What follows belongs to an exercise in optimizing a design on an open flow for small area, a short achievable clock period and few clock cycles per item; a production flow would make more cautious choices.
Power is estimated from default activity; no workload was simulated.

==> flow/design.v <==
module mcdf(
  input clk_i,
  input rstn_i,
  input [1:0]  cmd_i,
  input [8-1:0] cmd_addr_i,
  input [32-1:0] cmd_data_i,
  output[32-1:0] cmd_data_o,
  input [31:0] ch0_data_i,
  input  ch0_vld_i,
  input [31:0] ch1_data_i,
  input  ch1_vld_i,
  input [31:0] ch2_data_i,
  input  ch2_vld_i,
  output  ch0_ready_o,
  output  ch1_ready_o,
  output  ch2_ready_o,
  input  fmt_grant_i,
  output [1:0] fmt_chid_o,
  output fmt_req_o,
  output [5:0]  fmt_length_o,
  output [31:0] fmt_data_o,
  output fmt_start_o,
  output fmt_end_o );
reg [5:0] creg0, creg1, creg2;           
wire cmd_wr = (cmd_i == 2'b10);
wire cmd_rd = (cmd_i == 2'b01);
wire wr0 = cmd_wr & (cmd_addr_i == 8'h00);
wire wr1 = cmd_wr & (cmd_addr_i == 8'h04);
wire wr2 = cmd_wr & (cmd_addr_i == 8'h08);
always @(posedge clk_i or negedge rstn_i)
  if (!rstn_i) begin
    creg0 <= 6'h07; creg1 <= 6'h07; creg2 <= 6'h07;
  end else begin
    if (wr0) creg0 <= cmd_data_i[5:0];
    if (wr1) creg1 <= cmd_data_i[5:0];
    if (wr2) creg2 <= cmd_data_i[5:0];
  end
wire [2:0] en = {creg2[0], creg1[0], creg0[0]};
wire [2:0] en_n = {wr2 ? cmd_data_i[0] : creg2[0],
                   wr1 ? cmd_data_i[0] : creg1[0],
                   wr0 ? cmd_data_i[0] : creg0[0]};
function [4:0] lmask;
  input [2:0] code;
  case (code)
    3'd0: lmask = 5'd3;
    3'd1: lmask = 5'd7;
    3'd2: lmask = 5'd15;
    default: lmask = 5'd31;
  endcase
endfunction
function [2:0] code_of;
  input [1:0] ch;
  case (ch)
    2'd0: code_of = creg0[5:3];
    2'd1: code_of = creg1[5:3];
    default: code_of = creg2[5:3];
  endcase
endfunction
reg  [1023:0] ring;           
reg  [2:0]    rdy_r;          
reg  [2:0]    kill_q;         
reg  [2:0]    wsel_r;         
reg  [1:0]    ich;            
reg           in_busy;        
reg  [4:0]    in_cnt;         
reg           in_last;        
reg  [4:0]    nw;             
reg  [5:0]    free;           
reg           f0, f31, f32;   
reg  [4:0]    k;              
reg           k30;            
reg  [3:0]    count;          
reg  [1:0]    pq [0:7];       
reg           gnt_ok;
reg           req_r;
reg           start_r, end_r, sending;
reg  [4:0]    out_idx;
reg  [1:0]    chid_r;
reg  [5:0]    len_r;          
reg  [4:0]    lm_r;           
reg  [5:0]    cmd_data_r;
wire [2:0] vld = {ch2_vld_i, ch1_vld_i, ch0_vld_i};
wire [2:0] rdy_i = wsel_r & ~kill_q;         
wire acc = |(rdy_i & vld);                   
wire [1:0] rdy_ch = {wsel_r[2], wsel_r[1]};
assign ch0_ready_o = rdy_r[0];
assign ch1_ready_o = rdy_r[1];
assign ch2_ready_o = rdy_r[2];
wire [2:0] ich_oh = {ich == 2'd2, ich == 2'd1, ich == 2'd0};
wire [4:0] in_mask = lmask(code_of(ich));
wire [31:0] r31 = ring[1023:992];
wire [31:0] r0_n = ({32{wsel_r[0]}} & ch0_data_i) |
                   ({32{wsel_r[1]}} & ch1_data_i) |
                   ({32{wsel_r[2]}} & ch2_data_i) |
                   ({32{~(|wsel_r)}} & r31);
always @(posedge clk_i)
  ring <= {ring[991:0], r0_n};
assign fmt_data_o = r31;
wire has_head = (count != 4'd0);
wire head_inprog = (count == 4'd1) & in_busy;
wire at_tap = (~sending & k30) | end_r;
wire st_base = has_head & gnt_ok & at_tap;
wire emp = f32 | (f31 & sending);            
wire [3:0] cnt_a = count - {3'd0, start_r};  
wire [2:0] cand = vld & en & ~rdy_i;
reg  [2:0] pick;
always @(*) begin
  pick = 3'b000;
  case (ich)
    2'd0: if (cand[1]) pick = 3'b010; else if (cand[2]) pick = 3'b100; else if (cand[0]) pick = 3'b001;
          else if (en[0]) pick = 3'b001; else if (en[1]) pick = 3'b010; else if (en[2]) pick = 3'b100;
    2'd1: if (cand[2]) pick = 3'b100; else if (cand[0]) pick = 3'b001; else if (cand[1]) pick = 3'b010;
          else if (en[1]) pick = 3'b010; else if (en[2]) pick = 3'b100; else if (en[0]) pick = 3'b001;
    default:
          if (cand[0]) pick = 3'b001; else if (cand[1]) pick = 3'b010; else if (cand[2]) pick = 3'b100;
          else if (en[2]) pick = 3'b100; else if (en[0]) pick = 3'b001; else if (en[1]) pick = 3'b010;
  endcase
end
wire start0 = st_base & ~head_inprog;
wire start1 = st_base & (~head_inprog | in_last);
wire snd_keep = sending & ~end_r;
wire snd0 = start0 | snd_keep;
wire snd1 = start1 | snd_keep;
wire al0 = (nw == 5'd31);
wire f0_0  = f0 & ~sending;
wire f0_1  = ((free == 6'd1) & ~sending) | (f0 & sending);
wire f32_0 = f32 | (f31 & sending);
wire f32_1 = f32 & sending;
wire f31_0 = (f31 & ~sending) | ((free == 6'd30) & sending);
wire f31_1 = (f32 & ~sending) | (f31 & sending);
wire wok0 = (al0 & (~f0_0 | snd0)) | f32_0 | (f31_0 & snd0);
wire wok1 = (~f0_1 | snd1) | f32_1 | (f31_1 & snd1);
wire [2:0] sel0 = in_busy ? (ich_oh & en) : pick;
wire [2:0] sel1 = in_busy ? (in_last ? pick : (ich_oh & en)) : (wsel_r & en);
wire [2:0] kill = {wr2 & ~cmd_data_i[0], wr1 & ~cmd_data_i[0], wr0 & ~cmd_data_i[0]};
wire [2:0] wsel_n = acc ? (sel1 & {3{wok1}}) : (sel0 & {3{wok0}});
wire busy1 = ~in_busy | ~in_last;
wire start_d = acc ? start1 : start0;
integer i;
reg [2:0] busy;
always @(*) begin
  busy = 3'b000;
  if (in_busy) busy = busy | ich_oh;
  if (sending) busy = busy | {chid_r == 2'd2, chid_r == 2'd1, chid_r == 2'd0};
  for (i = 0; i < 8; i = i + 1)
    if (i < count)
      busy = busy | {pq[i] == 2'd2, pq[i] == 2'd1, pq[i] == 2'd0};
end
wire push = acc & ~in_busy;
always @(posedge clk_i or negedge rstn_i)
  if (!rstn_i) begin
    rdy_r <= 3'b000;
    kill_q <= 3'b000;
    wsel_r <= 3'b000;
    ich <= 2'd0;
    in_busy <= 1'b0;
    in_cnt <= 5'd0;
    in_last <= 1'b0;
    nw <= 5'd0;
    free <= 6'd32;
    f0 <= 1'b0; f31 <= 1'b0; f32 <= 1'b1;
    k <= 5'd0;
    k30 <= 1'b0;
    count <= 4'd0;
    gnt_ok <= 1'b0;
    req_r <= 1'b0;
    start_r <= 1'b0;
    end_r <= 1'b0;
    sending <= 1'b0;
    out_idx <= 5'd0;
    cmd_data_r <= 6'd0;
  end else begin
    wsel_r <= wsel_n;
    rdy_r <= wsel_n & ~kill;
    kill_q <= kill;
    if (push) ich <= rdy_ch;
    in_busy <= acc ? busy1 : in_busy;
    if (acc) in_cnt <= in_busy ? in_cnt + 5'd1 : 5'd1;
    if (acc) in_last <= in_busy & ((in_cnt + 5'd1) == in_mask);
    nw <= acc ? 5'd0 : nw + 5'd1;
    free <= acc ? (free + {5'd0, sending} - 6'd1) : (free + {5'd0, sending});
    f0  <= acc ? f0_1  : f0_0;
    f32 <= acc ? f32_1 : f32_0;
    f31 <= acc ? f31_1 : f31_0;
    k <= (acc & emp) ? 5'd0 : (sending ? 5'd31 : k + 5'd1);
    k30 <= ~(acc & emp) & ~sending & (k == 5'd29);
    count <= push ? cnt_a + 4'd1 : cnt_a;
    gnt_ok <= ~start_r & (gnt_ok | (req_r & fmt_grant_i));
    req_r <= (cnt_a > 4'd1) | ((cnt_a == 4'd1) & (push | ~start_d)) | ((cnt_a == 4'd0) & push);
    start_r <= start_d;
    sending <= acc ? snd1 : snd0;
    end_r <= snd_keep & (out_idx == {lm_r[4:1], 1'b0});
    out_idx <= snd_keep ? out_idx + 5'd1 : 5'd0;
    if (cmd_rd)
      case (cmd_addr_i)
        8'h00: cmd_data_r <= creg0;
        8'h04: cmd_data_r <= creg1;
        8'h08: cmd_data_r <= creg2;
        8'h10:  cmd_data_r <= busy[0] ? free : 6'd32;
        8'h14:  cmd_data_r <= busy[1] ? free : 6'd32;
        8'h18:  cmd_data_r <= busy[2] ? free : 6'd32;
        default: ;
      endcase
  end
always @(posedge clk_i)
  if (~snd_keep) begin
    chid_r <= pq[0];
    len_r <= {1'b0, lmask(code_of(pq[0]))} + 6'd1;
    lm_r <= lmask(code_of(pq[0]));
  end
always @(posedge clk_i)
  for (i = 0; i < 8; i = i + 1)
    if (~in_busy && cnt_a == i)      
      pq[i] <= rdy_ch;
    else if (start_r)
      pq[i] <= (i < 7) ? pq[(i + 1) % 8] : pq[7];
assign fmt_req_o = req_r;
assign fmt_start_o = start_r;
assign fmt_end_o = end_r;
assign fmt_chid_o = chid_r;
assign fmt_length_o = len_r;
assign cmd_data_o = {26'd0, cmd_data_r};
endmodule
clock: 6.0 ns
lec_check: 0
abc_clock_period_in_ps: 2400
cap_margin: 20
core_margin: 2
core_utilization: 45
cts_buf_list: sky130_fd_sc_hd__clkbuf_16
cts_cluster_diameter: 55
cts_cluster_size: 45
place_density: 0.6
setup_slack_margin: 3.8
slew_margin: 20
standard.sh (not shown) runs the stock make flow with config.mk's settings and CLKGATE_MAP_FILE= SYNTH_SCRIPT=/design/flow/synth_recipe.tcl, a recipe that flattens the netlist after the stock synthesis.
==> flow/flow/run.sh <==
#!/bin/bash
set -e
export BUFFER_PORTS_ARGS="-buffer_cell sky130_fd_sc_hd__buf_2"
export CTS_ARGS="-sink_clustering_enable -repair_clock_nets -sink_clustering_size 45 -sink_clustering_max_diameter 55 -buf_list sky130_fd_sc_hd__clkbuf_16 -dont_use_dummy_load"
bash standard.sh > standard.log 2>&1
Then changed:
--- a/flow/design.v
+++ b/flow/design.v
@@ -165,12 +165,15 @@
     gnt_ok <= 1'b0;
     req_r <= 1'b0;
     start_r <= 1'b0;
     end_r <= 1'b0;
     sending <= 1'b0;
     out_idx <= 5'd0;
+    chid_r <= 2'd0;
+    len_r <= 6'd32;
+    lm_r <= 5'd31;
     cmd_data_r <= 6'd0;
   end else begin
     wsel_r <= wsel_n;
     rdy_r <= wsel_n & ~kill;
     kill_q <= kill;
     if (push) ich <= rdy_ch;
@@ -188,28 +191,27 @@
     gnt_ok <= ~start_r & (gnt_ok | (req_r & fmt_grant_i));
     req_r <= (cnt_a > 4'd1) | ((cnt_a == 4'd1) & (push | ~start_d)) | ((cnt_a == 4'd0) & push);
     start_r <= start_d;
     sending <= acc ? snd1 : snd0;
     end_r <= snd_keep & (out_idx == {lm_r[4:1], 1'b0});
     out_idx <= snd_keep ? out_idx + 5'd1 : 5'd0;
+    if (~snd_keep) begin
+      chid_r <= pq[0];
+      len_r <= {1'b0, lmask(code_of(pq[0]))} + 6'd1;
+      lm_r <= lmask(code_of(pq[0]));
+    end
     if (cmd_rd)
       case (cmd_addr_i)
         8'h00: cmd_data_r <= creg0;
         8'h04: cmd_data_r <= creg1;
         8'h08: cmd_data_r <= creg2;
         8'h10:  cmd_data_r <= busy[0] ? free : 6'd32;
         8'h14:  cmd_data_r <= busy[1] ? free : 6'd32;
         8'h18:  cmd_data_r <= busy[2] ? free : 6'd32;
         default: ;
       endcase
-  end
-always @(posedge clk_i)
-  if (~snd_keep) begin
-    chid_r <= pq[0];
-    len_r <= {1'b0, lmask(code_of(pq[0]))} + 6'd1;
-    lm_r <= lmask(code_of(pq[0]));
   end
 always @(posedge clk_i)
   for (i = 0; i < 8; i = i + 1)
     if (~in_busy && cnt_a == i)      
       pq[i] <= rdy_ch;
     else if (start_r)
Wire length barely changes.
Worst setup slack got worse by 0.041 ns.
Design area rises by about 0.7%.
Worst hold slack got worse by 0.020 ns.
Clock-buffer cell count rises by 6.
Sequential power barely changes.
Synthesized area hardly moves.
Via count falls by about 1.8%.
Clock power rises by 6.2%.
Total power rises by about 5.5%.
Utilization rises by 0.35 points.
Global-route usage rises by 0.37 points.
Die area stays flat.
First-iteration DRC count falls by 0.62%.
No functional check of the RTL was part of any run of this note.

==> separate check: timing with driven ports <==
Ports are ideal in the flow. The routed layouts listed here were re-timed in OpenROAD. Step 1: set_driving_cell puts a clkbuf_16 on clk_i and a buf_2 on each other input, an assumption about the parent block. Step 2 also shifts input and output timing later by t, the mid clock arrival at the registers, as if the neighbouring blocks saw the same clock. a / b / c = ideal / step 1 / step 2; a / b = the first two.
run | shift t [ns] | setup WS [ns] | worst setup path at the end | pins driven straight from the clock port
the first run | 0.666 | 3.612 / 3.553 / 3.040 | input to register | 1
the second run | 0.633 | 3.571 / 3.514 / 3.060 | input to register | 1
After both steps setup and hold are still met in every run listed. The setup slack of the first run, which loses most, moves by -0.059 ns with the drivers and by -0.572 ns with both steps.
